Context: an optimization exercise on an open-source flow, tuned for small area, a short achievable clock period and few clock cycles. The choices shown serve that exercise and are no tape-out recipe.
Function was checked by simulation only, so behaviour that the tests miss may differ from the original.

===== flow/flow/run.sh =====
#!/bin/bash
# The standard layout, with ORFS's timing repair aiming for a setup slack of
# $MARGIN ns (a shorter period than the constraint's) instead of the default.
set -euo pipefail
MARGIN=$(cat flow/margin.txt)
bash standard.sh SETUP_SLACK_MARGIN=$MARGIN PLACE_DENSITY=0.5 finish > make_finish.log 2>&1

===== flow/flow/margin.txt =====
7.5

===== flow/standard.sh =====
#!/bin/bash
# synth_recipe.tcl (not shown) runs the flow's synth.tcl, then flattens the netlist and writes it again
# the make line also repeats each setting of config.mk as NAME=value (left out here)
make -C /OpenROAD-flow-scripts/flow DESIGN_CONFIG=/design/flow/config.mk WORK_HOME=/design/flow/orfs CLKGATE_MAP_FILE= SYNTH_SCRIPT=/design/flow/synth_recipe.tcl "${@:-finish}"

===== flow/config.mk =====
export PLATFORM = sky130hd
export DESIGN_NAME = geofence
export DESIGN_NICKNAME = geofence
export VERILOG_FILES = /design/flow/design.v
export SDC_FILE = /design/flow/constraint.sdc
export NUM_CORES = 4
export LEC_CHECK = 0
export CAP_MARGIN = 20
export CORE_MARGIN = 2
export CORE_UTILIZATION = 40
export SLEW_MARGIN = 20
export SYNTH_HIERARCHICAL = 1
export SYNTH_MINIMUM_KEEP_SIZE = 0

===== flow/constraint.sdc =====
create_clock -name core_clock -period 13.0 [get_ports {clk}]
set_input_delay 2.6000 -clock core_clock [delete_from_list [all_inputs] [get_ports {clk}]]
set_output_delay 2.6000 -clock core_clock [all_outputs]
set_load 0.01 [all_outputs]

===== flow/design.v =====
module geofence ( clk,reset,X,Y,valid,is_inside);
input clk;
input reset;
input [9:0] X;
input [9:0] Y;
output valid;
output is_inside;
reg [3:0] cnt;
reg [9:0] ox, oy;
reg v_sx, v_sy, a_sx, a_sy, b_sx, b_sy;
reg [9:0] v_mx, v_my, a_mx, a_my, b_mx, b_my;
reg [11:0] v_3x, v_3y;
reg ins_r;
wire le1, eq1, le2, eq2;
xcmp u_x1(.am(a_mx), .vm(v_my), .v3m(v_3y), .an(a_my), .vn(v_mx), .v3n(v_3x), .le(le1), .eq(eq1));
xcmp u_x2(.am(b_mx), .vm(v_my), .v3m(v_3y), .an(b_my), .vn(v_mx), .v3n(v_3x), .le(le2), .eq(eq2));
function [1:0] cross_sign;
    input p_sx, p_sy;
    input [9:0] p_mx, p_my;
    input q_sx, q_sy;
    input [9:0] q_mx, q_my;
    input le, eq;
    reg sp, sq, zp, zq;
    begin
        sp = p_sx ^ q_sy;
        sq = p_sy ^ q_sx;
        zp = (p_mx == 10'd0) || (q_my == 10'd0);
        zq = (p_my == 10'd0) || (q_mx == 10'd0);
        case ({sp, sq})
            2'b00: cross_sign = {le && !eq, eq};
            2'b11: cross_sign = {!le, eq};
            2'b01: cross_sign = {1'b0, zp && zq};
            2'b10: cross_sign = {!(zp && zq), zp && zq};
        endcase
    end
endfunction
wire [1:0] c1 = cross_sign(a_sx, a_sy, a_mx, a_my, v_sx, v_sy, v_mx, v_my, le1, eq1);
wire [1:0] c2 = cross_sign(b_sx, b_sy, b_mx, b_my, v_sx, v_sy, v_mx, v_my, le2, eq2);
wire s1n = c1[1], s1z = c1[0];
wire s2n = c2[1], s2z = c2[0];
wire s1p = !s1n && !s1z;
wire s2p = !s2n && !s2z;
wire same = (a_sx == v_sx && a_mx != 10'd0 && v_mx != 10'd0) ||
            (a_sy == v_sy && a_my != 10'd0 && v_my != 10'd0);
wire hit = (s1n && !s2n) || (s1z && s2p) || (s1z && s2z && !same);
wire load = (cnt == 4'd2);
assign valid = (cnt == 4'd8);
assign is_inside = ins_r;
wire [9:0] mx, my;
wire [11:0] m3x, m3y;
wire nx, ny;    
absx u_ax(.x(X), .o(ox), .m(mx), .m3(m3x), .neg(nx));
absx u_ay(.x(Y), .o(oy), .m(my), .m3(m3y), .neg(ny));
always @(posedge clk or posedge reset) begin
    if (reset)
        cnt <= 4'd0;
    else
        cnt <= (cnt == 4'd8) ? 4'd0 : cnt + 4'd1;
end
always @(posedge clk) begin
    if (cnt == 4'd0) begin
        ox <= X;
        oy <= Y;
    end
    v_sx <= nx;
    v_sy <= ny;
    v_mx <= mx;
    v_my <= my;
    v_3x <= m3x;
    v_3y <= m3y;
    if (load || (s1n && s2n)) begin
        a_sx <= v_sx; a_sy <= v_sy; a_mx <= v_mx; a_my <= v_my;
    end
    if (load || (s1p && s2p)) begin
        b_sx <= v_sx; b_sy <= v_sy; b_mx <= v_mx; b_my <= v_my;
    end
    ins_r <= !load && (ins_r || hit);
end
endmodule
module xcmp(am, vm, v3m, an, vn, v3n, le, eq);
input [9:0] am, vm, an, vn;
input [11:0] v3m, v3n;
output le, eq;
wire s1;
wire s2;
wire s3;
wire p4;
wire p5;
wire p6;
wire p7;
wire p8;
wire p9;
wire p10;
wire p11;
wire p12;
wire p13;
wire p14;
wire p15;
wire s16;
wire s17;
wire s18;
wire p19;
wire p20;
wire p21;
wire p22;
wire p23;
wire p24;
wire p25;
wire p26;
wire p27;
wire p28;
wire p29;
wire p30;
wire s31;
wire s32;
wire s33;
wire p34;
wire p35;
wire p36;
wire p37;
wire p38;
wire p39;
wire p40;
wire p41;
wire p42;
wire p43;
wire p44;
wire p45;
wire s46;
wire s47;
wire s48;
wire p49;
wire p50;
wire p51;
wire p52;
wire p53;
wire p54;
wire p55;
wire p56;
wire p57;
wire p58;
wire p59;
wire p60;
wire s61;
wire s62;
wire s63;
wire p64;
wire p65;
wire p66;
wire p67;
wire p68;
wire p69;
wire p70;
wire p71;
wire p72;
wire p73;
wire p74;
wire p75;
wire s76;
wire s77;
wire s78;
wire p79;
wire p80;
wire p81;
wire p82;
wire p83;
wire p84;
wire p85;
wire p86;
wire p87;
wire p88;
wire p89;
wire p90;
wire s91;
wire s92;
wire s93;
wire p94;
wire p95;
wire p96;
wire p97;
wire p98;
wire p99;
wire p100;
wire p101;
wire p102;
wire p103;
wire p104;
wire p105;
wire s106;
wire s107;
wire s108;
wire p109;
wire p110;
wire p111;
wire p112;
wire p113;
wire p114;
wire p115;
wire p116;
wire p117;
wire p118;
wire p119;
wire p120;
wire s121;
wire s122;
wire s123;
wire p124;
wire p125;
wire p126;
wire p127;
wire p128;
wire p129;
wire p130;
wire p131;
wire p132;
wire p133;
wire p134;
wire p135;
wire s136;
wire s137;
wire s138;
wire p139;
wire p140;
wire p141;
wire p142;
wire p143;
wire p144;
wire p145;
wire p146;
wire p147;
wire p148;
wire p149;
wire p150;
wire s151;
wire c152;
wire s153;
wire c154;
wire s155;
wire c156;
wire s157;
wire c158;
wire s159;
wire c160;
wire s161;
wire c162;
wire s163;
wire c164;
wire s165;
wire c166;
wire s167;
wire c168;
wire s169;
wire c170;
wire s171;
wire c172;
wire s173;
wire c174;
wire s175;
wire c176;
wire s177;
wire c178;
wire s179;
wire c180;
wire s181;
wire c182;
wire s183;
wire c184;
wire s185;
wire c186;
wire s187;
wire c188;
wire s189;
wire c190;
wire s191;
wire c192;
wire s193;
wire c194;
wire s195;
wire c196;
wire s197;
wire c198;
wire s199;
wire c200;
wire s201;
wire c202;
wire s203;
wire c204;
wire s205;
wire c206;
wire s207;
wire c208;
wire s209;
wire c210;
wire s211;
wire c212;
wire s213;
wire c214;
wire s215;
wire c216;
wire s217;
wire c218;
wire s219;
wire c220;
wire s221;
wire c222;
wire s223;
wire c224;
wire s225;
wire c226;
wire s227;
wire c228;
wire s229;
wire c230;
wire s231;
wire c232;
wire s233;
wire c234;
wire s235;
wire c236;
wire s237;
wire c238;
wire s239;
wire c240;
wire s241;
wire c242;
wire s243;
wire c244;
wire s245;
wire c246;
wire s247;
wire c248;
wire s249;
wire c250;
wire s251;
wire c252;
wire s253;
wire c254;
wire s255;
wire c256;
wire s257;
wire c258;
wire s259;
wire c260;
wire s261;
wire c262;
wire s263;
wire c264;
wire s265;
wire c266;
wire s267;
wire c268;
wire s269;
wire c270;
wire s271;
wire c272;
wire s273;
wire c274;
wire s275;
wire c276;
wire s277;
wire c278;
wire s279;
wire c280;
wire s281;
wire c282;
wire s283;
wire c284;
wire s285;
wire c286;
wire s287;
wire c288;
wire s289;
wire c290;
wire s291;
wire c292;
wire s293;
wire c294;
wire s295;
wire c296;
wire s297;
wire c298;
wire s299;
wire c300;
wire s301;
wire c302;
wire s303;
wire c304;
wire s305;
wire c306;
wire s307;
wire c308;
wire s309;
wire c310;
wire s311;
wire c312;
wire s313;
wire c314;
wire s315;
wire c316;
wire s317;
wire c318;
wire s319;
wire c320;
wire s321;
wire c322;
wire s323;
wire c324;
wire s325;
wire c326;
wire s327;
wire c328;
wire s329;
wire c330;
wire s331;
wire c332;
wire s333;
wire c334;
wire s335;
wire c336;
wire s337;
wire c338;
wire s339;
wire c340;
wire s341;
wire c342;
wire s343;
wire c344;
wire s345;
wire c346;
wire s347;
wire c348;
wire s349;
wire c350;
wire p351;
wire g352;
wire p353;
wire g354;
wire p355;
wire g356;
wire p357;
wire g358;
wire p359;
wire g360;
wire p361;
wire g362;
wire p363;
wire g364;
wire p365;
wire g366;
wire p367;
wire g368;
wire p369;
wire g370;
wire p371;
wire g372;
wire p373;
wire g374;
wire p375;
wire g376;
wire p377;
wire g378;
wire p379;
wire g380;
wire p381;
wire g382;
wire p383;
wire g384;
wire p385;
wire g386;
wire p387;
wire g388;
wire p389;
wire g390;
wire p391;
wire g392;
dec4 uds1(.a0(am[0]), .a1(am[1]), .s1(s1), .s2(s2), .s3(s3));
an2 up4(.a(am[0]), .b(vm[0]), .y(p4));
pp3 up5(.a1(s1), .a2(vm[1]), .b1(s2), .b2(vm[0]), .c1(s3), .c2(v3m[1]), .y(p5));
pp3 up6(.a1(s1), .a2(vm[2]), .b1(s2), .b2(vm[1]), .c1(s3), .c2(v3m[2]), .y(p6));
pp3 up7(.a1(s1), .a2(vm[3]), .b1(s2), .b2(vm[2]), .c1(s3), .c2(v3m[3]), .y(p7));
pp3 up8(.a1(s1), .a2(vm[4]), .b1(s2), .b2(vm[3]), .c1(s3), .c2(v3m[4]), .y(p8));
pp3 up9(.a1(s1), .a2(vm[5]), .b1(s2), .b2(vm[4]), .c1(s3), .c2(v3m[5]), .y(p9));
pp3 up10(.a1(s1), .a2(vm[6]), .b1(s2), .b2(vm[5]), .c1(s3), .c2(v3m[6]), .y(p10));
pp3 up11(.a1(s1), .a2(vm[7]), .b1(s2), .b2(vm[6]), .c1(s3), .c2(v3m[7]), .y(p11));
pp3 up12(.a1(s1), .a2(vm[8]), .b1(s2), .b2(vm[7]), .c1(s3), .c2(v3m[8]), .y(p12));
pp3 up13(.a1(s1), .a2(vm[9]), .b1(s2), .b2(vm[8]), .c1(s3), .c2(v3m[9]), .y(p13));
pp2 up14(.a1(s2), .a2(vm[9]), .b1(s3), .b2(v3m[10]), .y(p14));
an2 up15(.a(s3), .b(v3m[11]), .y(p15));
dec4 uds16(.a0(am[2]), .a1(am[3]), .s1(s16), .s2(s17), .s3(s18));
an2 up19(.a(am[2]), .b(vm[0]), .y(p19));
pp3 up20(.a1(s16), .a2(vm[1]), .b1(s17), .b2(vm[0]), .c1(s18), .c2(v3m[1]), .y(p20));
pp3 up21(.a1(s16), .a2(vm[2]), .b1(s17), .b2(vm[1]), .c1(s18), .c2(v3m[2]), .y(p21));
pp3 up22(.a1(s16), .a2(vm[3]), .b1(s17), .b2(vm[2]), .c1(s18), .c2(v3m[3]), .y(p22));
pp3 up23(.a1(s16), .a2(vm[4]), .b1(s17), .b2(vm[3]), .c1(s18), .c2(v3m[4]), .y(p23));
pp3 up24(.a1(s16), .a2(vm[5]), .b1(s17), .b2(vm[4]), .c1(s18), .c2(v3m[5]), .y(p24));
pp3 up25(.a1(s16), .a2(vm[6]), .b1(s17), .b2(vm[5]), .c1(s18), .c2(v3m[6]), .y(p25));
pp3 up26(.a1(s16), .a2(vm[7]), .b1(s17), .b2(vm[6]), .c1(s18), .c2(v3m[7]), .y(p26));
pp3 up27(.a1(s16), .a2(vm[8]), .b1(s17), .b2(vm[7]), .c1(s18), .c2(v3m[8]), .y(p27));
pp3 up28(.a1(s16), .a2(vm[9]), .b1(s17), .b2(vm[8]), .c1(s18), .c2(v3m[9]), .y(p28));
pp2 up29(.a1(s17), .a2(vm[9]), .b1(s18), .b2(v3m[10]), .y(p29));
an2 up30(.a(s18), .b(v3m[11]), .y(p30));
dec4 uds31(.a0(am[4]), .a1(am[5]), .s1(s31), .s2(s32), .s3(s33));
an2 up34(.a(am[4]), .b(vm[0]), .y(p34));
pp3 up35(.a1(s31), .a2(vm[1]), .b1(s32), .b2(vm[0]), .c1(s33), .c2(v3m[1]), .y(p35));
pp3 up36(.a1(s31), .a2(vm[2]), .b1(s32), .b2(vm[1]), .c1(s33), .c2(v3m[2]), .y(p36));
pp3 up37(.a1(s31), .a2(vm[3]), .b1(s32), .b2(vm[2]), .c1(s33), .c2(v3m[3]), .y(p37));
pp3 up38(.a1(s31), .a2(vm[4]), .b1(s32), .b2(vm[3]), .c1(s33), .c2(v3m[4]), .y(p38));
pp3 up39(.a1(s31), .a2(vm[5]), .b1(s32), .b2(vm[4]), .c1(s33), .c2(v3m[5]), .y(p39));
pp3 up40(.a1(s31), .a2(vm[6]), .b1(s32), .b2(vm[5]), .c1(s33), .c2(v3m[6]), .y(p40));
pp3 up41(.a1(s31), .a2(vm[7]), .b1(s32), .b2(vm[6]), .c1(s33), .c2(v3m[7]), .y(p41));
pp3 up42(.a1(s31), .a2(vm[8]), .b1(s32), .b2(vm[7]), .c1(s33), .c2(v3m[8]), .y(p42));
pp3 up43(.a1(s31), .a2(vm[9]), .b1(s32), .b2(vm[8]), .c1(s33), .c2(v3m[9]), .y(p43));
pp2 up44(.a1(s32), .a2(vm[9]), .b1(s33), .b2(v3m[10]), .y(p44));
an2 up45(.a(s33), .b(v3m[11]), .y(p45));
dec4 uds46(.a0(am[6]), .a1(am[7]), .s1(s46), .s2(s47), .s3(s48));
an2 up49(.a(am[6]), .b(vm[0]), .y(p49));
pp3 up50(.a1(s46), .a2(vm[1]), .b1(s47), .b2(vm[0]), .c1(s48), .c2(v3m[1]), .y(p50));
pp3 up51(.a1(s46), .a2(vm[2]), .b1(s47), .b2(vm[1]), .c1(s48), .c2(v3m[2]), .y(p51));
pp3 up52(.a1(s46), .a2(vm[3]), .b1(s47), .b2(vm[2]), .c1(s48), .c2(v3m[3]), .y(p52));
pp3 up53(.a1(s46), .a2(vm[4]), .b1(s47), .b2(vm[3]), .c1(s48), .c2(v3m[4]), .y(p53));
pp3 up54(.a1(s46), .a2(vm[5]), .b1(s47), .b2(vm[4]), .c1(s48), .c2(v3m[5]), .y(p54));
pp3 up55(.a1(s46), .a2(vm[6]), .b1(s47), .b2(vm[5]), .c1(s48), .c2(v3m[6]), .y(p55));
pp3 up56(.a1(s46), .a2(vm[7]), .b1(s47), .b2(vm[6]), .c1(s48), .c2(v3m[7]), .y(p56));
pp3 up57(.a1(s46), .a2(vm[8]), .b1(s47), .b2(vm[7]), .c1(s48), .c2(v3m[8]), .y(p57));
pp3 up58(.a1(s46), .a2(vm[9]), .b1(s47), .b2(vm[8]), .c1(s48), .c2(v3m[9]), .y(p58));
pp2 up59(.a1(s47), .a2(vm[9]), .b1(s48), .b2(v3m[10]), .y(p59));
an2 up60(.a(s48), .b(v3m[11]), .y(p60));
dec4 uds61(.a0(am[8]), .a1(am[9]), .s1(s61), .s2(s62), .s3(s63));
an2 up64(.a(am[8]), .b(vm[0]), .y(p64));
pp3 up65(.a1(s61), .a2(vm[1]), .b1(s62), .b2(vm[0]), .c1(s63), .c2(v3m[1]), .y(p65));
pp3 up66(.a1(s61), .a2(vm[2]), .b1(s62), .b2(vm[1]), .c1(s63), .c2(v3m[2]), .y(p66));
pp3 up67(.a1(s61), .a2(vm[3]), .b1(s62), .b2(vm[2]), .c1(s63), .c2(v3m[3]), .y(p67));
pp3 up68(.a1(s61), .a2(vm[4]), .b1(s62), .b2(vm[3]), .c1(s63), .c2(v3m[4]), .y(p68));
pp3 up69(.a1(s61), .a2(vm[5]), .b1(s62), .b2(vm[4]), .c1(s63), .c2(v3m[5]), .y(p69));
pp3 up70(.a1(s61), .a2(vm[6]), .b1(s62), .b2(vm[5]), .c1(s63), .c2(v3m[6]), .y(p70));
pp3 up71(.a1(s61), .a2(vm[7]), .b1(s62), .b2(vm[6]), .c1(s63), .c2(v3m[7]), .y(p71));
pp3 up72(.a1(s61), .a2(vm[8]), .b1(s62), .b2(vm[7]), .c1(s63), .c2(v3m[8]), .y(p72));
pp3 up73(.a1(s61), .a2(vm[9]), .b1(s62), .b2(vm[8]), .c1(s63), .c2(v3m[9]), .y(p73));
pp2 up74(.a1(s62), .a2(vm[9]), .b1(s63), .b2(v3m[10]), .y(p74));
an2 up75(.a(s63), .b(v3m[11]), .y(p75));
dec4 uds76(.a0(an[0]), .a1(an[1]), .s1(s76), .s2(s77), .s3(s78));
nd2 up79(.a(an[0]), .b(vn[0]), .y(p79));
pp3n up80(.a1(s76), .a2(vn[1]), .b1(s77), .b2(vn[0]), .c1(s78), .c2(v3n[1]), .y(p80));
pp3n up81(.a1(s76), .a2(vn[2]), .b1(s77), .b2(vn[1]), .c1(s78), .c2(v3n[2]), .y(p81));
pp3n up82(.a1(s76), .a2(vn[3]), .b1(s77), .b2(vn[2]), .c1(s78), .c2(v3n[3]), .y(p82));
pp3n up83(.a1(s76), .a2(vn[4]), .b1(s77), .b2(vn[3]), .c1(s78), .c2(v3n[4]), .y(p83));
pp3n up84(.a1(s76), .a2(vn[5]), .b1(s77), .b2(vn[4]), .c1(s78), .c2(v3n[5]), .y(p84));
pp3n up85(.a1(s76), .a2(vn[6]), .b1(s77), .b2(vn[5]), .c1(s78), .c2(v3n[6]), .y(p85));
pp3n up86(.a1(s76), .a2(vn[7]), .b1(s77), .b2(vn[6]), .c1(s78), .c2(v3n[7]), .y(p86));
pp3n up87(.a1(s76), .a2(vn[8]), .b1(s77), .b2(vn[7]), .c1(s78), .c2(v3n[8]), .y(p87));
pp3n up88(.a1(s76), .a2(vn[9]), .b1(s77), .b2(vn[8]), .c1(s78), .c2(v3n[9]), .y(p88));
pp2n up89(.a1(s77), .a2(vn[9]), .b1(s78), .b2(v3n[10]), .y(p89));
nd2 up90(.a(s78), .b(v3n[11]), .y(p90));
dec4 uds91(.a0(an[2]), .a1(an[3]), .s1(s91), .s2(s92), .s3(s93));
nd2 up94(.a(an[2]), .b(vn[0]), .y(p94));
pp3n up95(.a1(s91), .a2(vn[1]), .b1(s92), .b2(vn[0]), .c1(s93), .c2(v3n[1]), .y(p95));
pp3n up96(.a1(s91), .a2(vn[2]), .b1(s92), .b2(vn[1]), .c1(s93), .c2(v3n[2]), .y(p96));
pp3n up97(.a1(s91), .a2(vn[3]), .b1(s92), .b2(vn[2]), .c1(s93), .c2(v3n[3]), .y(p97));
pp3n up98(.a1(s91), .a2(vn[4]), .b1(s92), .b2(vn[3]), .c1(s93), .c2(v3n[4]), .y(p98));
pp3n up99(.a1(s91), .a2(vn[5]), .b1(s92), .b2(vn[4]), .c1(s93), .c2(v3n[5]), .y(p99));
pp3n up100(.a1(s91), .a2(vn[6]), .b1(s92), .b2(vn[5]), .c1(s93), .c2(v3n[6]), .y(p100));
pp3n up101(.a1(s91), .a2(vn[7]), .b1(s92), .b2(vn[6]), .c1(s93), .c2(v3n[7]), .y(p101));
pp3n up102(.a1(s91), .a2(vn[8]), .b1(s92), .b2(vn[7]), .c1(s93), .c2(v3n[8]), .y(p102));
pp3n up103(.a1(s91), .a2(vn[9]), .b1(s92), .b2(vn[8]), .c1(s93), .c2(v3n[9]), .y(p103));
pp2n up104(.a1(s92), .a2(vn[9]), .b1(s93), .b2(v3n[10]), .y(p104));
nd2 up105(.a(s93), .b(v3n[11]), .y(p105));
dec4 uds106(.a0(an[4]), .a1(an[5]), .s1(s106), .s2(s107), .s3(s108));
nd2 up109(.a(an[4]), .b(vn[0]), .y(p109));
pp3n up110(.a1(s106), .a2(vn[1]), .b1(s107), .b2(vn[0]), .c1(s108), .c2(v3n[1]), .y(p110));
pp3n up111(.a1(s106), .a2(vn[2]), .b1(s107), .b2(vn[1]), .c1(s108), .c2(v3n[2]), .y(p111));
pp3n up112(.a1(s106), .a2(vn[3]), .b1(s107), .b2(vn[2]), .c1(s108), .c2(v3n[3]), .y(p112));
pp3n up113(.a1(s106), .a2(vn[4]), .b1(s107), .b2(vn[3]), .c1(s108), .c2(v3n[4]), .y(p113));
pp3n up114(.a1(s106), .a2(vn[5]), .b1(s107), .b2(vn[4]), .c1(s108), .c2(v3n[5]), .y(p114));
pp3n up115(.a1(s106), .a2(vn[6]), .b1(s107), .b2(vn[5]), .c1(s108), .c2(v3n[6]), .y(p115));
pp3n up116(.a1(s106), .a2(vn[7]), .b1(s107), .b2(vn[6]), .c1(s108), .c2(v3n[7]), .y(p116));
pp3n up117(.a1(s106), .a2(vn[8]), .b1(s107), .b2(vn[7]), .c1(s108), .c2(v3n[8]), .y(p117));
pp3n up118(.a1(s106), .a2(vn[9]), .b1(s107), .b2(vn[8]), .c1(s108), .c2(v3n[9]), .y(p118));
pp2n up119(.a1(s107), .a2(vn[9]), .b1(s108), .b2(v3n[10]), .y(p119));
nd2 up120(.a(s108), .b(v3n[11]), .y(p120));
dec4 uds121(.a0(an[6]), .a1(an[7]), .s1(s121), .s2(s122), .s3(s123));
nd2 up124(.a(an[6]), .b(vn[0]), .y(p124));
pp3n up125(.a1(s121), .a2(vn[1]), .b1(s122), .b2(vn[0]), .c1(s123), .c2(v3n[1]), .y(p125));
pp3n up126(.a1(s121), .a2(vn[2]), .b1(s122), .b2(vn[1]), .c1(s123), .c2(v3n[2]), .y(p126));
pp3n up127(.a1(s121), .a2(vn[3]), .b1(s122), .b2(vn[2]), .c1(s123), .c2(v3n[3]), .y(p127));
pp3n up128(.a1(s121), .a2(vn[4]), .b1(s122), .b2(vn[3]), .c1(s123), .c2(v3n[4]), .y(p128));
pp3n up129(.a1(s121), .a2(vn[5]), .b1(s122), .b2(vn[4]), .c1(s123), .c2(v3n[5]), .y(p129));
pp3n up130(.a1(s121), .a2(vn[6]), .b1(s122), .b2(vn[5]), .c1(s123), .c2(v3n[6]), .y(p130));
pp3n up131(.a1(s121), .a2(vn[7]), .b1(s122), .b2(vn[6]), .c1(s123), .c2(v3n[7]), .y(p131));
pp3n up132(.a1(s121), .a2(vn[8]), .b1(s122), .b2(vn[7]), .c1(s123), .c2(v3n[8]), .y(p132));
pp3n up133(.a1(s121), .a2(vn[9]), .b1(s122), .b2(vn[8]), .c1(s123), .c2(v3n[9]), .y(p133));
pp2n up134(.a1(s122), .a2(vn[9]), .b1(s123), .b2(v3n[10]), .y(p134));
nd2 up135(.a(s123), .b(v3n[11]), .y(p135));
dec4 uds136(.a0(an[8]), .a1(an[9]), .s1(s136), .s2(s137), .s3(s138));
nd2 up139(.a(an[8]), .b(vn[0]), .y(p139));
pp3n up140(.a1(s136), .a2(vn[1]), .b1(s137), .b2(vn[0]), .c1(s138), .c2(v3n[1]), .y(p140));
pp3n up141(.a1(s136), .a2(vn[2]), .b1(s137), .b2(vn[1]), .c1(s138), .c2(v3n[2]), .y(p141));
pp3n up142(.a1(s136), .a2(vn[3]), .b1(s137), .b2(vn[2]), .c1(s138), .c2(v3n[3]), .y(p142));
pp3n up143(.a1(s136), .a2(vn[4]), .b1(s137), .b2(vn[3]), .c1(s138), .c2(v3n[4]), .y(p143));
pp3n up144(.a1(s136), .a2(vn[5]), .b1(s137), .b2(vn[4]), .c1(s138), .c2(v3n[5]), .y(p144));
pp3n up145(.a1(s136), .a2(vn[6]), .b1(s137), .b2(vn[5]), .c1(s138), .c2(v3n[6]), .y(p145));
pp3n up146(.a1(s136), .a2(vn[7]), .b1(s137), .b2(vn[6]), .c1(s138), .c2(v3n[7]), .y(p146));
pp3n up147(.a1(s136), .a2(vn[8]), .b1(s137), .b2(vn[7]), .c1(s138), .c2(v3n[8]), .y(p147));
pp3n up148(.a1(s136), .a2(vn[9]), .b1(s137), .b2(vn[8]), .c1(s138), .c2(v3n[9]), .y(p148));
pp2n up149(.a1(s137), .a2(vn[9]), .b1(s138), .b2(v3n[10]), .y(p149));
nd2 up150(.a(s138), .b(v3n[11]), .y(p150));
xn2 us151(.a(p64), .b(p87), .y(s151));
or2 uc152(.a(p64), .b(p87), .y(c152));
fa3 us153(.a(p88), .b(p101), .c(p114), .s(s153), .co(c154));
fa3 us155(.a(p14), .b(p89), .c(p102), .s(s155), .co(c156));
fa3 us157(.a(p15), .b(p90), .c(p103), .s(s157), .co(c158));
assign s159 = ~p29;
assign c160 = p29;
assign s161 = ~p30;
assign c162 = p30;
assign s163 = ~p34;
assign c164 = p34;
ha2 us165(.a(p84), .b(p97), .s(s165), .co(c166));
xn2 us167(.a(p49), .b(p85), .y(s167));
or2 uc168(.a(p49), .b(p85), .y(c168));
fa3 us169(.a(p98), .b(p111), .c(p124), .s(s169), .co(c170));
fa3 us171(.a(p86), .b(p99), .c(p112), .s(s171), .co(c172));
fa3 us173(.a(p125), .b(p11), .c(p24), .s(s173), .co(c174));
fa3 us175(.a(p100), .b(p113), .c(p126), .s(s175), .co(c176));
fa3 us177(.a(p139), .b(p12), .c(p25), .s(s177), .co(c178));
ha2 us179(.a(p38), .b(p51), .s(s179), .co(c180));
fa3 us181(.a(p127), .b(p140), .c(p13), .s(s181), .co(c182));
fa3 us183(.a(p26), .b(p39), .c(p52), .s(s183), .co(c184));
fa3 us185(.a(p65), .b(c152), .c(s153), .s(s185), .co(c186));
fa3 us187(.a(p115), .b(p128), .c(p141), .s(s187), .co(c188));
fa3 us189(.a(p27), .b(p40), .c(p53), .s(s189), .co(c190));
fa3 us191(.a(p66), .b(c154), .c(s155), .s(s191), .co(c192));
fa3 us193(.a(p116), .b(p129), .c(p142), .s(s193), .co(c194));
fa3 us195(.a(p28), .b(p41), .c(p54), .s(s195), .co(c196));
fa3 us197(.a(p67), .b(c156), .c(s157), .s(s197), .co(c198));
fa3 us199(.a(p104), .b(p117), .c(p130), .s(s199), .co(c200));
fa3 us201(.a(p143), .b(p42), .c(p55), .s(s201), .co(c202));
fa3 us203(.a(p68), .b(s159), .c(c158), .s(s203), .co(c204));
fa3 us205(.a(p105), .b(p118), .c(p131), .s(s205), .co(c206));
fa3 us207(.a(p144), .b(p43), .c(p56), .s(s207), .co(c208));
fa3 us209(.a(p69), .b(c160), .c(s161), .s(s209), .co(c210));
fa3 us211(.a(p44), .b(p119), .c(p132), .s(s211), .co(c212));
fa3 us213(.a(p145), .b(p57), .c(p70), .s(s213), .co(c214));
xn2 us215(.a(p45), .b(p120), .y(s215));
or2 uc216(.a(p45), .b(p120), .y(c216));
ha2 us217(.a(p133), .b(p146), .s(s217), .co(c218));
assign s219 = ~p19;
assign c220 = p19;
ha2 us221(.a(p82), .b(p95), .s(s221), .co(c222));
fa3 us223(.a(p83), .b(p96), .c(p109), .s(s223), .co(c224));
ha2 us225(.a(p8), .b(p21), .s(s225), .co(c226));
fa3 us227(.a(p110), .b(p9), .c(p22), .s(s227), .co(c228));
fa3 us229(.a(p35), .b(c164), .c(s165), .s(s229), .co(c230));
fa3 us231(.a(p10), .b(p23), .c(p36), .s(s231), .co(c232));
fa3 us233(.a(s167), .b(c166), .c(s169), .s(s233), .co(c234));
fa3 us235(.a(p37), .b(p50), .c(c168), .s(s235), .co(c236));
fa3 us237(.a(c170), .b(s171), .c(s173), .s(s237), .co(c238));
fa3 us239(.a(s151), .b(c172), .c(s175), .s(s239), .co(c240));
fa3 us241(.a(s179), .b(c174), .c(s177), .s(s241), .co(c242));
fa3 us243(.a(c180), .b(c176), .c(c178), .s(s243), .co(c244));
fa3 us245(.a(s181), .b(s183), .c(s185), .s(s245), .co(c246));
fa3 us247(.a(s187), .b(c182), .c(c184), .s(s247), .co(c248));
fa3 us249(.a(s189), .b(c186), .c(s191), .s(s249), .co(c250));
fa3 us251(.a(c188), .b(s193), .c(c190), .s(s251), .co(c252));
fa3 us253(.a(s195), .b(c192), .c(s197), .s(s253), .co(c254));
fa3 us255(.a(c194), .b(s199), .c(c196), .s(s255), .co(c256));
fa3 us257(.a(s201), .b(s203), .c(c198), .s(s257), .co(c258));
fa3 us259(.a(c200), .b(s205), .c(c202), .s(s259), .co(c260));
fa3 us261(.a(s207), .b(s209), .c(c204), .s(s261), .co(c262));
fa3 us263(.a(c162), .b(c206), .c(s211), .s(s263), .co(c264));
fa3 us265(.a(c208), .b(s213), .c(c210), .s(s265), .co(c266));
fa3 us267(.a(p58), .b(p71), .c(s215), .s(s267), .co(c268));
fa3 us269(.a(s217), .b(c212), .c(c214), .s(s269), .co(c270));
fa3 us271(.a(p59), .b(p134), .c(p147), .s(s271), .co(c272));
fa3 us273(.a(p72), .b(c216), .c(c218), .s(s273), .co(c274));
xn2 us275(.a(p60), .b(p135), .y(s275));
or2 uc276(.a(p60), .b(p135), .y(c276));
ha2 us277(.a(p148), .b(p73), .s(s277), .co(c278));
ha2 us279(.a(p81), .b(p94), .s(s279), .co(c280));
fa3 us281(.a(p7), .b(p20), .c(c220), .s(s281), .co(c282));
fa3 us283(.a(c222), .b(s163), .c(s223), .s(s283), .co(c284));
fa3 us285(.a(c226), .b(c224), .c(s227), .s(s285), .co(c286));
fa3 us287(.a(c228), .b(s231), .c(c230), .s(s287), .co(c288));
fa3 us289(.a(c232), .b(s235), .c(c234), .s(s289), .co(c290));
fa3 us291(.a(c236), .b(s239), .c(c238), .s(s291), .co(c292));
fa3 us293(.a(c240), .b(s243), .c(c242), .s(s293), .co(c294));
fa3 us295(.a(c244), .b(s247), .c(c246), .s(s295), .co(c296));
fa3 us297(.a(c248), .b(s251), .c(c250), .s(s297), .co(c298));
fa3 us299(.a(c252), .b(s255), .c(s257), .s(s299), .co(c300));
fa3 us301(.a(c256), .b(s259), .c(s261), .s(s301), .co(c302));
fa3 us303(.a(c260), .b(s263), .c(s265), .s(s303), .co(c304));
fa3 us305(.a(s267), .b(c264), .c(s269), .s(s305), .co(c306));
fa3 us307(.a(s271), .b(c268), .c(s273), .s(s307), .co(c308));
fa3 us309(.a(s275), .b(c272), .c(s277), .s(s309), .co(c310));
fa3 us311(.a(p74), .b(p149), .c(c276), .s(s311), .co(c312));
assign s313 = ~p75;
assign c314 = p75;
ha2 us315(.a(p6), .b(s219), .s(s315), .co(c316));
fa3 us317(.a(c280), .b(s221), .c(s281), .s(s317), .co(c318));
fa3 us319(.a(s225), .b(c282), .c(s283), .s(s319), .co(c320));
fa3 us321(.a(s229), .b(c284), .c(s285), .s(s321), .co(c322));
fa3 us323(.a(s233), .b(c286), .c(s287), .s(s323), .co(c324));
fa3 us325(.a(c288), .b(s237), .c(s289), .s(s325), .co(c326));
fa3 us327(.a(s241), .b(c290), .c(s291), .s(s327), .co(c328));
fa3 us329(.a(s245), .b(c292), .c(s293), .s(s329), .co(c330));
fa3 us331(.a(s249), .b(c294), .c(s295), .s(s331), .co(c332));
fa3 us333(.a(s253), .b(c296), .c(s297), .s(s333), .co(c334));
fa3 us335(.a(c254), .b(c298), .c(s299), .s(s335), .co(c336));
fa3 us337(.a(c258), .b(s301), .c(c300), .s(s337), .co(c338));
fa3 us339(.a(c262), .b(s303), .c(c302), .s(s339), .co(c340));
fa3 us341(.a(c266), .b(s305), .c(c304), .s(s341), .co(c342));
fa3 us343(.a(c270), .b(s307), .c(c306), .s(s343), .co(c344));
fa3 us345(.a(c274), .b(s309), .c(c308), .s(s345), .co(c346));
fa3 us347(.a(c278), .b(s311), .c(c310), .s(s347), .co(c348));
fa3 us349(.a(p150), .b(s313), .c(c312), .s(s349), .co(c350));
ha2 up351(.a(p4), .b(p79), .s(p351), .co(g352));
ha2 up353(.a(p80), .b(p5), .s(p353), .co(g354));
ha2 up355(.a(s279), .b(s315), .s(p355), .co(g356));
ha2 up357(.a(s317), .b(c316), .s(p357), .co(g358));
ha2 up359(.a(s319), .b(c318), .s(p359), .co(g360));
ha2 up361(.a(s321), .b(c320), .s(p361), .co(g362));
ha2 up363(.a(s323), .b(c322), .s(p363), .co(g364));
ha2 up365(.a(s325), .b(c324), .s(p365), .co(g366));
ha2 up367(.a(s327), .b(c326), .s(p367), .co(g368));
ha2 up369(.a(s329), .b(c328), .s(p369), .co(g370));
ha2 up371(.a(s331), .b(c330), .s(p371), .co(g372));
ha2 up373(.a(s333), .b(c332), .s(p373), .co(g374));
ha2 up375(.a(s335), .b(c334), .s(p375), .co(g376));
ha2 up377(.a(s337), .b(c336), .s(p377), .co(g378));
ha2 up379(.a(s339), .b(c338), .s(p379), .co(g380));
ha2 up381(.a(s341), .b(c340), .s(p381), .co(g382));
ha2 up383(.a(s343), .b(c342), .s(p383), .co(g384));
ha2 up385(.a(s345), .b(c344), .s(p385), .co(g386));
ha2 up387(.a(s347), .b(c346), .s(p387), .co(g388));
ha2 up389(.a(s349), .b(c348), .s(p389), .co(g390));
ha2 up391(.a(c314), .b(c350), .s(p391), .co(g392));
wire [20:0] g0 = {g392, g390, g388, g386, g384, g382, g380, g378, g376, g374, g372, g370, g368, g366, g364, g362, g360, g358, g356, g354, g352};
wire [20:0] p0 = {p391, p389, p387, p385, p383, p381, p379, p377, p375, p373, p371, p369, p367, p365, p363, p361, p359, p357, p355, p353, p351};
csz u_sz(.g0(g0), .p0(p0), .le(le), .eq(eq));
endmodule
module csz(g0, p0, le, eq);
input [20:0] g0, p0;
output le, eq;
wire [19:0] g1, p1, g2, p2, g3, p3, g4, p4, g5, p5;
genvar i;
generate for (i = 0; i < 20; i = i + 1) begin : pf
    if (i % 2 == 1) begin
        assign g1[i] = g0[i] | (p0[i] & g0[i - 1]);
        assign p1[i] = p0[i] & p0[i - 1];
    end else begin
        assign g1[i] = g0[i]; assign p1[i] = p0[i];
    end
    if (i % 4 >= 2) begin
        assign g2[i] = g1[i] | (p1[i] & g1[i - i % 4 + 1]);
        assign p2[i] = p1[i] & p1[i - i % 4 + 1];
    end else begin
        assign g2[i] = g1[i]; assign p2[i] = p1[i];
    end
    if (i % 8 >= 4) begin
        assign g3[i] = g2[i] | (p2[i] & g2[i - i % 8 + 3]);
        assign p3[i] = p2[i] & p2[i - i % 8 + 3];
    end else begin
        assign g3[i] = g2[i]; assign p3[i] = p2[i];
    end
    if (i % 16 >= 8) begin
        assign g4[i] = g3[i] | (p3[i] & g3[i - i % 16 + 7]);
        assign p4[i] = p3[i] & p3[i - i % 16 + 7];
    end else begin
        assign g4[i] = g3[i]; assign p4[i] = p3[i];
    end
    if (i % 32 >= 16) begin
        assign g5[i] = g4[i] | (p4[i] & g4[i - i % 32 + 15]);
        assign p5[i] = p4[i] & p4[i - i % 32 + 15];
    end else begin
        assign g5[i] = g4[i]; assign p5[i] = p4[i];
    end
end endgenerate
assign le = p0[20] ^ g5[19];
assign eq = &p0;
endmodule
module dec4(a0, a1, s1, s2, s3);
input a0, a1;
output s1, s2, s3;
assign s1 = a0 & ~a1;
assign s2 = ~a0 & a1;
assign s3 = a0 & a1;
endmodule
module pp3(a1, a2, b1, b2, c1, c2, y);
input a1, a2, b1, b2, c1, c2;
output y;
assign y = (a1 & a2) | (b1 & b2) | (c1 & c2);
endmodule
module pp3n(a1, a2, b1, b2, c1, c2, y);
input a1, a2, b1, b2, c1, c2;
output y;
assign y = ~((a1 & a2) | (b1 & b2) | (c1 & c2));
endmodule
module pp2(a1, a2, b1, b2, y);
input a1, a2, b1, b2;
output y;
assign y = (a1 & a2) | (b1 & b2);
endmodule
module pp2n(a1, a2, b1, b2, y);
input a1, a2, b1, b2;
output y;
assign y = ~((a1 & a2) | (b1 & b2));
endmodule
module an2(a, b, y);
input a, b;
output y;
assign y = a & b;
endmodule
module nd2(a, b, y);
input a, b;
output y;
assign y = ~(a & b);
endmodule
module xn2(a, b, y);
input a, b;
output y;
assign y = ~(a ^ b);
endmodule
module or2(a, b, y);
input a, b;
output y;
assign y = a | b;
endmodule
module fa3(a, b, c, s, co);
input a, b, c;
output s, co;
assign s = a ^ b ^ c;
assign co = (a & b) | (c & (a ^ b));
endmodule
module ha2(a, b, s, co);
input a, b;
output s, co;
assign s = a ^ b;
assign co = a & b;
endmodule
module absx(x, o, m, m3, neg);
input [9:0] x, o;
output neg;
output [9:0] m;
output [11:0] m3;
wire [9:0] g = x & ~o;
wire [9:0] p = ~(x ^ o);
wire [9:0] G1, P1, G2, P2, G3, P3, G4, P4;
genvar i;
generate for (i = 0; i < 10; i = i + 1) begin : pf
    if (i % 2 == 1) begin
        assign G1[i] = g[i] | (p[i] & g[i-1]); assign P1[i] = p[i] & p[i-1];
    end else begin assign G1[i] = g[i]; assign P1[i] = p[i]; end
    if (i % 4 >= 2) begin
        assign G2[i] = G1[i] | (P1[i] & G1[i - i%4 + 1]); assign P2[i] = P1[i] & P1[i - i%4 + 1];
    end else begin assign G2[i] = G1[i]; assign P2[i] = P1[i]; end
    if (i % 8 >= 4) begin
        assign G3[i] = G2[i] | (P2[i] & G2[i - i%8 + 3]); assign P3[i] = P2[i] & P2[i - i%8 + 3];
    end else begin assign G3[i] = G2[i]; assign P3[i] = P2[i]; end
    if (i % 16 >= 8) begin
        assign G4[i] = G3[i] | (P3[i] & G3[i - i%16 + 7]); assign P4[i] = P3[i] & P3[i - i%16 + 7];
    end else begin assign G4[i] = G3[i]; assign P4[i] = P3[i]; end
end endgenerate
wire co = G4[9];            
assign neg = ~co;
wire [9:0] c = {G4[8:0] | (P4[8:0] & {9{co}}), co};
assign m = p ^ c ^ {10{~co}};
wire [10:0] a3 = {1'b0, m};
wire [10:0] b3 = {m, 1'b0};
wire [10:0] h = a3 ^ b3;
wire [10:0] k = a3 & b3;
wire [10:0] K1, Q1, K2, Q2, K3, Q3, K4, Q4;
generate for (i = 0; i < 11; i = i + 1) begin : pf3
    if (i % 2 == 1) begin
        assign K1[i] = k[i] | (h[i] & k[i-1]); assign Q1[i] = h[i] & h[i-1];
    end else begin assign K1[i] = k[i]; assign Q1[i] = h[i]; end
    if (i % 4 >= 2) begin
        assign K2[i] = K1[i] | (Q1[i] & K1[i - i%4 + 1]); assign Q2[i] = Q1[i] & Q1[i - i%4 + 1];
    end else begin assign K2[i] = K1[i]; assign Q2[i] = Q1[i]; end
    if (i % 8 >= 4) begin
        assign K3[i] = K2[i] | (Q2[i] & K2[i - i%8 + 3]); assign Q3[i] = Q2[i] & Q2[i - i%8 + 3];
    end else begin assign K3[i] = K2[i]; assign Q3[i] = Q2[i]; end
    if (i % 16 >= 8) begin
        assign K4[i] = K3[i] | (Q3[i] & K3[i - i%16 + 7]); assign Q4[i] = Q3[i] & Q3[i - i%16 + 7];
    end else begin assign K4[i] = K3[i]; assign Q4[i] = Q3[i]; end
end endgenerate
assign m3 = {K4[10], h ^ {K4[9:0], 1'b0}};
endmodule

==> impl_results.md, run 1 <==
- Final Hold Vio Count: 0
- Final setup fails: 0
- Syn Nets: between 1500 and 2000
- Worst Setup Start Kind: flop
- Routed Antenna Nets: 0
- Max Root-Sink Buffers: 2
- Starting Density: 0.407
- Vias in the first global route: ~12000
- Drt first-iter violations: 2216
- # fillers: 3083
- Post-Route WL: 44300 um
- Actual slew at the worst max-slew pin: roughly 0.86 ns
- Final #Nets: 1649
- Met3 wire length: slightly above 5000 um
- Max FO, Critical Path: 10
- CTS clk-pin slew, worst paths: 0.06 ns
- H-tree levels: 4
- Metal-1 WL: 17800 um
- Core area: 0.0327 mm^2
- Hold_buf cts: 0
- Worst skew pair latency: 0.42 ns
- Initial antenna violation count: 0
- TritonCTS clock tree: built
- Worst Skew: between 0.01 and 0.015 ns
- Top sig layer: met4
- Part of the cycle the worst path needs: 0.437
- Total die area: roughly 0.035 mm^2
- GR Util All Layers: 0.256
- Max_cap viols: 0
- Placer Congestion: between 0.8 and 0.9
- Pin count of the biggest net entering global routing: 24
- Port bufs: 23
- Synth Instances: around 1200
- WP data arrival: between 5 and 6 ns
- WL/cell: around 24 um
- DR pass1 iterations: 15
- CTS root buffer: clkbuf_16
- Req. time, crit path: 13.11 ns
- Slew Limit Fails: 0
- Layout cell share with drive strength beyond 1: 0.234
- Num CTS Buffers: 17
- Clk sinks: between 100 and 150
- DIE WIDTH: around 190 um
- Synthesized cell area: ~0.013 mm^2
- Vias per cell: roughly 6.4
- Via count: between 10000 and 15000
- Outcome: no timing/DRC/antenna violations
- First-pass GRT wire length: ~70000 um
- HP Class: flop to flop
- Setup TNS: 0 ns
- Critical Path End Type: flop
- Setup Crit Path Kind: flop to flop
- # diodes: 0
- Placed wire-length estimate: just over 30000 um
- Chip height: approximately 190 um
- DRC errors left: 0
- Layout area overhead: 22.2%
- Grt total ovfl: 0
- Fin crit period: 5.68 ns
- I/O Pins: 24
- Metal2 WL: 19900 um
- RSZ-0062 raised after global routing: true
- Synth Area per Inst: 10.8 um^2
- FP Rows: between 60 and 70
- Ys Warns: 7
- Slew margin rel.: 0.424
- Max Freq: about 180 MHz
critical path, stage by stage, from the launching register on:
cell	delay (ns)
dfxtp_1	0.81
a222oi_1	0.25
fa_1	0.48
fa_1	0.49
fa_2	0.38
fa_2	0.54
fa_1	0.45
ha_4	0.25
a21oi_1	0.15
o21bai_1	0.09
a211oi_2	0.22
a21oi_2	0.10
nor4_4	0.32
nor2b_1	0.18
a31oi_1	0.11
o21ai_2	0.11
buf_4	0.15
nand2b_4	0.14
nand2_4	0.14
final timing paths:
check / startpoint / to / slack [ns] / cells after the start
worst min-delay path: cnt[0] / cnt[0] / 0.48 / 1
worst min register to register: cnt[0] / cnt[0] / 0.48 / 1
min in group asynchronous: reset / cnt[1] / 2.36 / 2
worst max-delay path: v_3x[5] / a_mx[3] / 7.32 / 18
worst max register to register: v_3x[5] / a_mx[3] / 7.32 / 18
max in group asynchronous: reset / cnt[3] / 10.48 / 2
registers in the layout (all words and copies together), names as in the netlist, 4 cells and up:
name and flops:
a_mx 10, a_my 10, v_mx 10, v_3y 11, b_mx 10, v_my 10
v_3x 11, b_my 10, ox 10, cnt 4, oy 10
repair_timing:
action / in CTS / in global routing
pin swaps: 61 / 58
endpoints found under the setup margin: 61 / 52
buffers inserted: 41 / 28
gates resized for setup: 111 / 49
gates cloned: 7 / 1
cells in the final DEF, fill, tap and decap left out, drive strengths merged, types with 17 or more instances in the layout:
cell / n
a21oi: 37
a222oi: 180
and2: 50
and2b: 21
buf: 86
clkbuf: 23
dfxtp: 45
dlygate4sd2: 19
edfxtp: 64
fa: 168
ha: 95
inv: 160
nand2: 75
nand3: 19
nor2: 38
nor2b: 24
nor4: 18
o21ai: 39
xnor2: 34
xor2: 17
layout make-up:
type                       count  area, um^2  share of cell area
tap                          442         553              0.0340
inverter                     154         583              0.0358
clock inverter                10         128             0.00784
sequential                   113        2930               0.180
timing repair buffer         110         865              0.0531
multi-input combinational    968       10700               0.657
clock buffer                  22         529              0.0325
metal layers:
metal / vias to the layer above / GRT usage
met5: - / 0.00962
met4: 0 / 0.0827
met3: 84 / 0.0630
met2: 736 / 0.407
met1: 5654 / 0.342
li1: 5099 / -
metrics by stage:
step | hold slack (ns) | instance area [um^2] | utilization | cells | worst slack (ns)
final | 0.482 | 16300 | 0.498 | 1819 | 7.32
after global routing | 0.515 | 16300 | 0.498 | 1819 | 7.10
after CTS | 0.485 | 15900 | 0.485 | 1790 | 7.34
after detailed placement | 0.475 | 14500 | 0.442 | 1710 | 6.39
after global placement | 0.479 | 14500 | 0.442 | 1710 | 6.42
after floorplan | 0.454 | 13600 | - | 1229 | 7.31
Testbench counts, summed over its fixed seeds: cycles 21,600.
==> run 2: changes to the inputs <==
==> flow/flow/margin.txt (replaced) <==
8.0
==> run 2 against run 1 <==
Against the previous run:
- still clean on timing, DRC and antenna
- area after synthesis stayed put
- non-clock buffer count is 31 higher
- design area is 2.1% higher
- via count is 2.6% higher
- hold slack worse by 0.0023 ns
- critical path type unchanged
==> impl_results.md, run 2 <==
- Outcome: no timing/DRC/antenna violations
- CP dominant cell by count: fa_1
- Slew margin rel.: 0.379 (-0.0448)
- Total placed cells including tap cells: 1708 (-0.12%)
- Max_cap viols: 0 (unchanged)
- Port bufs: 23 (unchanged)
- Final setup fails: 0 (unchanged)
- Clk sinks: 113 (unchanged)
- Critical path's slowest cell: nor2b_1
- Worst stage delay on the critical path: 0.77 ns (-0.04 ns)
- Most common cell after layout, fill and taps aside: a222oi_1
- Commonest non-fill, non-tap cells in the layout: a222oi_1 (180), fa_1 (158), inv_1 (143)
- Reg2reg setup slack: 7.28 ns (-0.03 ns)
- Fin crit period: 5.72 ns (+0.0328 ns)
- GR Util All Layers: 0.256 (+0.000304)
- Routed Antenna Nets: 0 (unchanged)
- CTS root buffer: clkbuf_16
- Starting Density: 0.407 (unchanged)
- Layout area overhead: 24.7%
- CTS clk-pin slew, worst paths: 0.06 ns (about the same)
- Actual slew at the worst max-slew pin: 0.930 ns (+0.0665 ns)
- Synth Area per Inst: 10.8 um^2 (unchanged)
- Total die area: 0.0348 mm^2 (unchanged)
- Final Hold Vio Count: 0 (unchanged)
- Req. time, crit path: 13.16 ns (+0.05 ns)
- Critical-path cell list: nor2b_1, a222oi_1, inv_1, fa_1, fa_1, fa_1, fa_1, ha_1, nand2_1, nor3_4, a211oi_2, a21oi_2, nor4_4, buf_4, o22ai_1, a31oi_2, nand2b_4, nand2_4
- Top Registers: v_3x: 11 flops, v_3y: 11 flops
- Slew Limit Fails: 0 (unchanged)
- WP data arrival: 5.87 ns (+0.08 ns)
- Vias in the first global route: 12000 (+1.3%)
- Pin count of the biggest net entering global routing: 24 (unchanged)
- Vias per cell: 6.43 (+1.0%)
- Buf/Inv on CP: 2 (+1)
- Syn Nets: 1514 (unchanged)
- Max Freq: 175 MHz (-0.57%)
- Worst reg2reg startpoint: b_mx[0]
- Layout cell share with drive strength beyond 1: 0.285 (+0.0514)
- Worst path top cell family by delay: adder cells
- Ys Warns: 7 (unchanged)
- Non-Filler Instances: 1848 (+1.6%)
- Num CTS Buffers: 17 (unchanged)
- FP Rows: 66 (unchanged)
- RSZ-0062 raised after global routing: true
- Worst skew pair latency: 0.42 ns (about the same)
- DRC errors left: 0 (unchanged)
- Setup TNS: 0 ns (unchanged)
- WL/cell: 24.3 um (-0.38%)
- Part of the cycle the worst path needs: 0.440 (+0.00252)
- Hold path startpoint: cnt[0]
- Multi-input gate area: 0.0109 mm^2 (+1.7%)
- TritonCTS clock tree: built
- Setup Crit Path Kind: flop to flop
- Critical Path End Type: flop
- Chip height: 186 um (unchanged)
- Grt total ovfl: 0 (unchanged)
- I/O Pins: 24 (unchanged)
- DR pass1 iterations: 10 (-5)
- Core area: 0.0327 mm^2 (unchanged)
- Max FO, Critical Path: 9 (-1)
- Drt first-iter violations: 2475 (+12%)
- Synthesized cell area: 0.0133 mm^2 (unchanged)
- Via count: 11900 (+2.6%)
- Setup crit start: b_mx[0]
- Placer Congestion: 0.842 (+0.31%)
- HP Class: flop to flop
- Post-Route WL: 44900 um (+1.2%)
- Worst reg2reg path depth: 18 (unchanged)
- Worst Skew: 0.0143 ns (+0.000795 ns)
- Max Root-Sink Buffers: 2 (unchanged)
- Placed wire-length estimate: 30700 um (-0.40%)
- FF/Latch Area: 0.00293 mm^2 (+0.17%)
- End of the worst hold path: cnt[0]
- DIE WIDTH: 186 um (unchanged)
- # diodes: 0 (unchanged)
- Initial antenna violation count: 0 (unchanged)
- # fillers: 3009 (-2.4%)
- Worst Setup Start Kind: flop
- Synth Instances: 1229 (unchanged)
- Min-Delay Path Depth: 1 (unchanged)
- Final #Nets: 1678 (+1.8%)
- Worst r2r dst: a_mx[6]
- Hold Slack: 0.480 ns (-0.00229 ns)
- H-tree levels: 4 (unchanged)
- First-pass GRT wire length: 68400 um (about the same)
-- run 2: final cells by class --
cell class	instances	area share
clock inverters	14	0.00799
inverters	154	0.0351
well taps	442	0.0333
multi-input cells	966	0.654
flip-flops and latches	113	0.177
clock buffers	18	0.0258
repair buffers	141	0.0671
-- run 2: how the worst max path moves through the flow --
stage                     slack, ns  depth (start not counted)  endpoint
after floorplan                7.32                         15   v_3x[8]
after global placement         6.58                         15   v_3y[8]
after detailed placement       6.51                         15   v_3x[8]
after CTS                      7.37                         19   b_mx[9]
after global routing           7.09                         20   a_mx[7]
final                          7.28                         18   a_mx[6]
-- run 2: metrics by stage --
step | setup WS (ns) | utilization | instance area (um^2)
finish | 7.28 | 0.508 | 16600
global route | 7.09 | 0.508 | 16600
CTS | 7.37 | 0.496 | 16200
detailed placement | 6.51 | 0.446 | 14600
global placement | 6.58 | 0.446 | 14600
floorplan | 7.32 | - | 13700
-- run 2: timing repair --
| item | 4_1_cts | 5_1_grt |
|---|---|---|
| gates resized for setup | 191 | 55 |
| endpoints found under the hold margin | 0 | 0 |
| cloned | 4 | 2 |
| buffers inserted | 78 | 24 |
| pin swaps | 104 | 59 |
| endpoints found under the setup margin | 61 | 59 |
| hold buffers | 0 | 0 |
-- run 2: routing by layer --
layer	global-route usage	wire length [um]
met1	0.345	18300
met2	0.398	19900
met3	0.0673	5020
met4	0.0916	1660
met5	0	0
-- run 2: worst register-to-register path, stage by stage, from the launching register on --
cell	delay (ns)
edfxtp_1	0.42
nor2b_1	0.77
a222oi_1	0.30
inv_1	0.14
fa_1	0.44
fa_1	0.39
fa_1	0.51
fa_1	0.41
ha_1	0.33
nand2_1	0.11
nor3_4	0.05
a211oi_2	0.31
a21oi_2	0.12
nor4_4	0.21
buf_4	0.19
o22ai_1	0.11
a31oi_2	0.23
nand2b_4	0.30
nand2_4	0.11
==> run 3: changes to the inputs <==
==> flow/flow/margin.txt (replaced) <==
7.0
==> run 3 against run 2 <==
Against the previous run:
- critical path depth down 2
- critical path type unchanged
- setup slack worse by 0.11 ns
- final cell count down 4.2%
- routed wire length down 2.3%
- count of clock-buffer cells in the layout up 2
- area after synthesis unchanged
- still clean
- highest routed layer unchanged
- synthesized cell count unchanged
==> impl_results.md, run 3 <==
- Synthesized cell area: 0.0133 mm^2 (unchanged)
- Finished Cell Area: 0.0156 mm^2 (-6.3%)
- Ys Warns: 7 (unchanged)
- Port bufs: 23 (unchanged)
- TritonCTS clock tree: built
- Layout cell share with drive strength beyond 1: 0.176 (-0.109)
- HP Class: flop to flop
- Drt first-iter violations: 2588 (+4.6%)
- H-tree levels: 4 (unchanged)
- Non-Filler Instances: 1771 (-4.2%)
- Routed Antenna Nets: 0 (unchanged)
- Req. time, crit path: 13.16 ns (about the same)
- Via count: 11400 (-3.8%)
- Pin count of the biggest net entering global routing: 24 (unchanged)
- Max_cap viols: 0 (unchanged)
- Final setup fails: 0 (unchanged)
- FP Rows: 66 (unchanged)
- Top Registers: v_3x: 11 flops, v_3y: 11 flops
- DRC errors left: 0 (unchanged)
- First-pass GRT wire length: 66100 um (-3.4%)
- Max Root-Sink Buffers: 2 (unchanged)
- Slew Limit Fails: 0 (unchanged)
- Chip height: 186 um (unchanged)
- I/O Pins: 24 (unchanged)
- Final Hold Vio Count: 0 (unchanged)
- Setup TNS: 0 ns (unchanged)
- Syn Nets: 1514 (unchanged)
- Layout area overhead: 16.9%
- Grt total ovfl: 0 (unchanged)
- WP data arrival: 5.98 ns (+0.11 ns)
- Final #Nets: 1601 (-4.6%)
- Part of the cycle the worst path needs: 0.448 (+0.00808)
- Worst skew pair latency: 0.41 ns (about the same)
- Critical Path End Type: flop
- Synth Instances: 1229 (unchanged)
- Core area: 0.0327 mm^2 (unchanged)
- Worst reg2reg path depth: 16 (-2)
- Min-Delay Path Depth: 1 (unchanged)
- GR Util All Layers: 0.247 (-0.00886)
- Slew margin rel.: 0.377 (-0.00237)
- Setup Crit Path Kind: flop to flop
- Worst Skew: 0.0120 ns (-0.00225 ns)
- Post-Route WL: 43800 um (-2.3%)
- Total placed cells including tap cells: 1710 (+0.12%)
- Vias in the first global route: 11200 (-6.1%)
- Outcome: no timing/DRC/antenna violations
- DIE WIDTH: 186 um (unchanged)
- # diodes: 0 (unchanged)
- WL/cell: 24.8 um (+2.0%)
- Clk sinks: 113 (unchanged)
- Initial antenna violation count: 0 (unchanged)
- Synth Area per Inst: 10.8 um^2 (unchanged)
- Most common cell after layout, fill and taps aside: a222oi_1
- Placer Congestion: 0.820 (-2.5%)
- Starting Density: 0.407 (unchanged)
- CTS root buffer: clkbuf_16
- Total die area: 0.0348 mm^2 (unchanged)
- Commonest non-fill, non-tap cells in the layout: a222oi_1 (180), fa_1 (168), inv_1 (150)
- RSZ-0062 raised after global routing: false
- Hold Slack: 0.488 ns (+0.00766 ns)
- CTS clk-pin slew, worst paths: 0.06 ns (about the same)
- Fin crit period: 5.82 ns (+0.105 ns)
- Max Freq: 172 MHz (-1.8%)
- DR pass1 iterations: 12 (+2)
- Placed wire-length estimate: 30700 um (about the same)
- Vias per cell: 6.45 (+0.41%)
- Worst Setup Start Kind: flop
- Post-DP Area: 0.0142 mm^2 (-2.5%)
- # fillers: 3091 (+2.7%)
- Num CTS Buffers: 17 (unchanged)
- Max FO, Critical Path: 11 (+2)
- Actual slew at the worst max-slew pin: 0.934 ns (+0.00419 ns)
## run 3: path summary, 6_finish.rpt
path | slack [ns] | end | from
hold / removal | 0.49 | cnt[0] | cnt[0]
min in group asynchronous | 2.37 | cnt[3] | reset
setup / recovery | 7.18 | b_sx | b_my[3]
max in group asynchronous | 10.48 | cnt[1] | reset
hold reg to reg | 0.49 | cnt[0] | cnt[0]
setup reg to reg | 7.18 | b_sx | b_my[3]
## run 3: critical path, stage by stage, from the launching register on
cell and delay [ns]:
edfxtp_1 0.45, and2_4 0.25, a222oi_1 0.44, fa_1 0.51, fa_1 0.45, fa_1 0.41
fa_1 0.51, fa_1 0.42, ha_1 0.31, nand2_1 0.13, nor3_4 0.23, nand3_2 0.12
and3_4 0.20, nor4_4 0.37, o21ai_0 0.17, a32o_2 0.32, a21o_4 0.27
## run 3: timing repair
action,in CTS,in global routing
gates resized for setup,21,90
pin swaps,3,37
buffers inserted,4,20
setup endpoints to repair,56,52
gates cloned,0,5
hold buffers,0,0
## run 3: area by class of cell
type	instances	area, um^2	area share
Timing Repair Buffer	65	546	0.0350
Sequential cell	113	2930	0.188
Tap cell	442	553	0.0355
Clock inverter	12	111	0.00715
Clock buffer	20	500	0.0322
Multi-Input combinational cell	965	10300	0.665
Inverter	154	578	0.0371
## run 3: per-layer routing
metal  share of wire  track usage  vias up
met5               0            0        -
met4           0.022       0.0632        0
met3            0.12       0.0576       70
met2            0.45        0.386      786
met1            0.41        0.346     5583
li1                -            -     4990
## run 3: stage by stage
step	utilization	setup WS (ns)
4_1_cts	0.457	7.00
3_3_place_gp	0.435	6.26
3_5_place_dp	0.435	6.19
5_1_grt	0.476	6.95
6_report	0.476	7.18
2_1_floorplan	-	7.19
==> run 4: changes to the inputs <==
==> flow/flow/margin.txt (replaced) <==
6.5
==> run 4 against run 3 <==
Against the previous run:
- fmax fell by 6.3%
- sequential cell count is the same
- setup slack lost 0.39 ns
- hold slack improved by 0.0019 ns
- first-iteration DRC count decreased by 4.9%
- sequential share of layout area is 0.83 points higher
- design area down 4.3%
- final cell count is 1.6% lower
- critical path depth unchanged
==> impl_results.md, run 4 <==
- Post-DP Area: 0.0142 mm^2 (unchanged)
- Worst setup margin: 6.79 ns (-0.388 ns)
- Max_cap viols: 0 (unchanged)
- Synth Area per Inst: 10.8 um^2 (unchanged)
- Setup WS pre-CTS: 6.19 ns (unchanged)
- Commonest non-fill, non-tap cells in the layout: a222oi_1 (180), fa_1 (168), inv_1 (152)
- Resize count post-CTS: 1 (-95%)
- Worst skew pair latency: 0.41 ns (about the same)
- Hold_buf cts: 0 (unchanged)
- WL/cell: 24.5 um (-0.96%)
- Met3 wire length: 5200 um (-2.0%)
- Routed Antenna Nets: 0 (unchanged)
- Max Root-Sink Buffers: 2 (unchanged)
- TritonCTS clock tree: built
- Final setup fails: 0 (unchanged)
- Vias per cell: 6.43 (-0.43%)
- Max Freq: 161 MHz (-6.3%)
- DRC errors left: 0 (unchanged)
- Reg2reg setup slack: 6.79 ns (-0.39 ns)
- Fin crit period: 6.21 ns (+0.388 ns)
- Final Util: 0.456 (-0.0204)
- GR Util All Layers: 0.246 (-0.00153)
- Placer Congestion: 0.820 (unchanged)
- Core area: 0.0327 mm^2 (unchanged)
- RSZ-0062 raised after global routing: false
- Drt first-iter violations: 2461 (-4.9%)
- Worst Skew: 0.0103 ns (-0.00169 ns)
- Setup TNS: 0 ns (unchanged)
- First-pass GRT wire length: 65700 um (-0.63%)
- Synth Instances: 1229 (unchanged)
- Outcome: no timing/DRC/antenna violations
- I/O Pins: 24 (unchanged)
- Starting Density: 0.407 (unchanged)
- Non-Filler Instances: 1742 (-1.6%)
- DIE WIDTH: 186 um (unchanged)
- Post-Route WL: 42700 um (-2.6%)
- Port bufs: 23 (unchanged)
- Finished Cell Area: 0.0149 mm^2 (-4.3%)
- Total die area: 0.0348 mm^2 (unchanged)
- Critical Path End Type: flop
- Chip height: 186 um (unchanged)
- Synthesized cell area: 0.0133 mm^2 (unchanged)
- Worst Setup Start Kind: flop
- Max FO, Critical Path: 23 (+12)
- Critical path's slowest cell: dfxtp_1
- Critical-path cell list: a222oi_1, inv_1, fa_1, fa_1, fa_1, fa_1, ha_1, nand4_2, nor2_1, nand4_1, nor4_1, nor2b_1, a31oi_1, o21ai_1, nor2_1, a21o_4
- Num CTS Buffers: 17 (unchanged)
- Hold Slack: 0.490 ns (+0.00190 ns)
- Post-CTS setup buffer count: 0 (-4)
- Ys Warns: 7 (unchanged)
- DR pass1 iterations: 15 (+3)
- Syn Nets: 1514 (unchanged)
- Layout cell share with drive strength beyond 1: 0.117 (-0.0591)
- Total placed cells including tap cells: 1710 (unchanged)
- Slew margin rel.: 0.185 (-0.192)
- Via count: 11200 (-2.1%)
- Part of the cycle the worst path needs: 0.478 (+0.0299)
- Slew Limit Fails: 0 (unchanged)
- Grt total ovfl: 0 (unchanged)
- Final #Nets: 1572 (-1.8%)
- CP dominant cell by count: fa_1
- FP Rows: 66 (unchanged)
- # diodes: 0 (unchanged)
- Final Hold Vio Count: 0 (unchanged)
- Req. time, crit path: 13.08 ns (-0.08 ns)
- Initial antenna violation count: 0 (unchanged)
- Worst stage delay on the critical path: 1.13 ns (+0.62 ns)
- Pin count of the biggest net entering global routing: 24 (unchanged)
- Top Registers: v_3x: 11 flops, v_3y: 11 flops
- CTS clk-pin slew, worst paths: 0.06 ns (about the same)
- CTS root buffer: clkbuf_16
- Metal2 WL: 18700 um (-4.2%)
- Most common cell after layout, fill and taps aside: a222oi_1
- Actual slew at the worst max-slew pin: 1.22 ns (+0.288 ns)
- Top sig layer: met4
- Layout area overhead: 11.9%
- Placed wire-length estimate: 30700 um (unchanged)
- Metal-1 WL: 17700 um (-1.8%)
- H-tree levels: 4 (unchanged)
- HP Class: flop to flop
- Vias in the first global route: 11100 (-0.93%)
- Setup Crit Path Kind: flop to flop
- WP data arrival: 6.29 ns (+0.31 ns)
- Clk sinks: 113 (unchanged)
==> run 4: worst max-delay path: cells and delay by family (launching register included) <==
family / cells / cell delay (ns)
flops: 1 / 1.13
fa+ha+maj: 5 / 2.24
buf+inv: 1 / 0.15
compound gates: 4 / 0.91
simple gates: 6 / 1.45
==> run 4: worst paths after layout <==
| path | cells after the start | endpoint | start |
|---|---|---|---|
| worst max-delay path | 16 | b_my[0] | v_my[8] |
| worst min-delay path | 1 | cnt[0] | cnt[0] |
| worst max register to register | 16 | b_my[0] | v_my[8] |
| worst min register to register | 1 | cnt[0] | cnt[0] |
| max in group asynchronous | 2 | cnt[0] | reset |
| min in group asynchronous | 2 | cnt[3] | reset |
==> run 4: routing by layer <==
metal,up-vias,global-route usage
met5,-,0
met1,5439,0.345
met2,763,0.382
li1,4917,-
met3,74,0.0570
met4,0,0.0659
==> run 4: cell type report <==
class	instances	area, um^2
well taps	442	553
clock inverters	12	111
clock buffers	20	500
repair buffers	41	365
multi-input cells	960	9870
inverters	154	578
flip-flops and latches	113	2930
fillers	3125	17800

re-timing with driven ports:
How much do the figures lean on ideal ports? The routed layouts below were timed once more, with nothing changed but the port constraints.
Step 1 assumes that a clkbuf_16 drives the clock port and a buf_2 every other input.
Step 2 moves the port delays by t, midway between the first and last clock arrival at a register: inputs arrive t later, outputs are due t later. That takes back most of the time a late clock gives input paths.
Three values: ideal, step 1, step 2; two values: the first two.
run	shift t [ns]	slack for setup (ns)	worst setup path at the end	slew at the worst register clock pin (ns)	worst data-port slew with drivers (ns)
run 1	0.467	7.317 / 7.317 / 7.177	input to register	0.06 / 0.06	0.03
run 2	0.463	7.284 / 7.284 / 7.284	register to register	0.06 / 0.06	0.05
run 3	0.451	7.179 / 7.179 / 6.784	input to register	0.06 / 0.06	0.03
run 4	0.449	6.791 / 6.791 / 6.392	input to register	0.06 / 0.06	0.03
After both steps setup and hold are still met in every run listed. For run 4, which loses most, drivers alone change the setup slack by 0.000 ns; drivers and shift together by -0.399 ns.
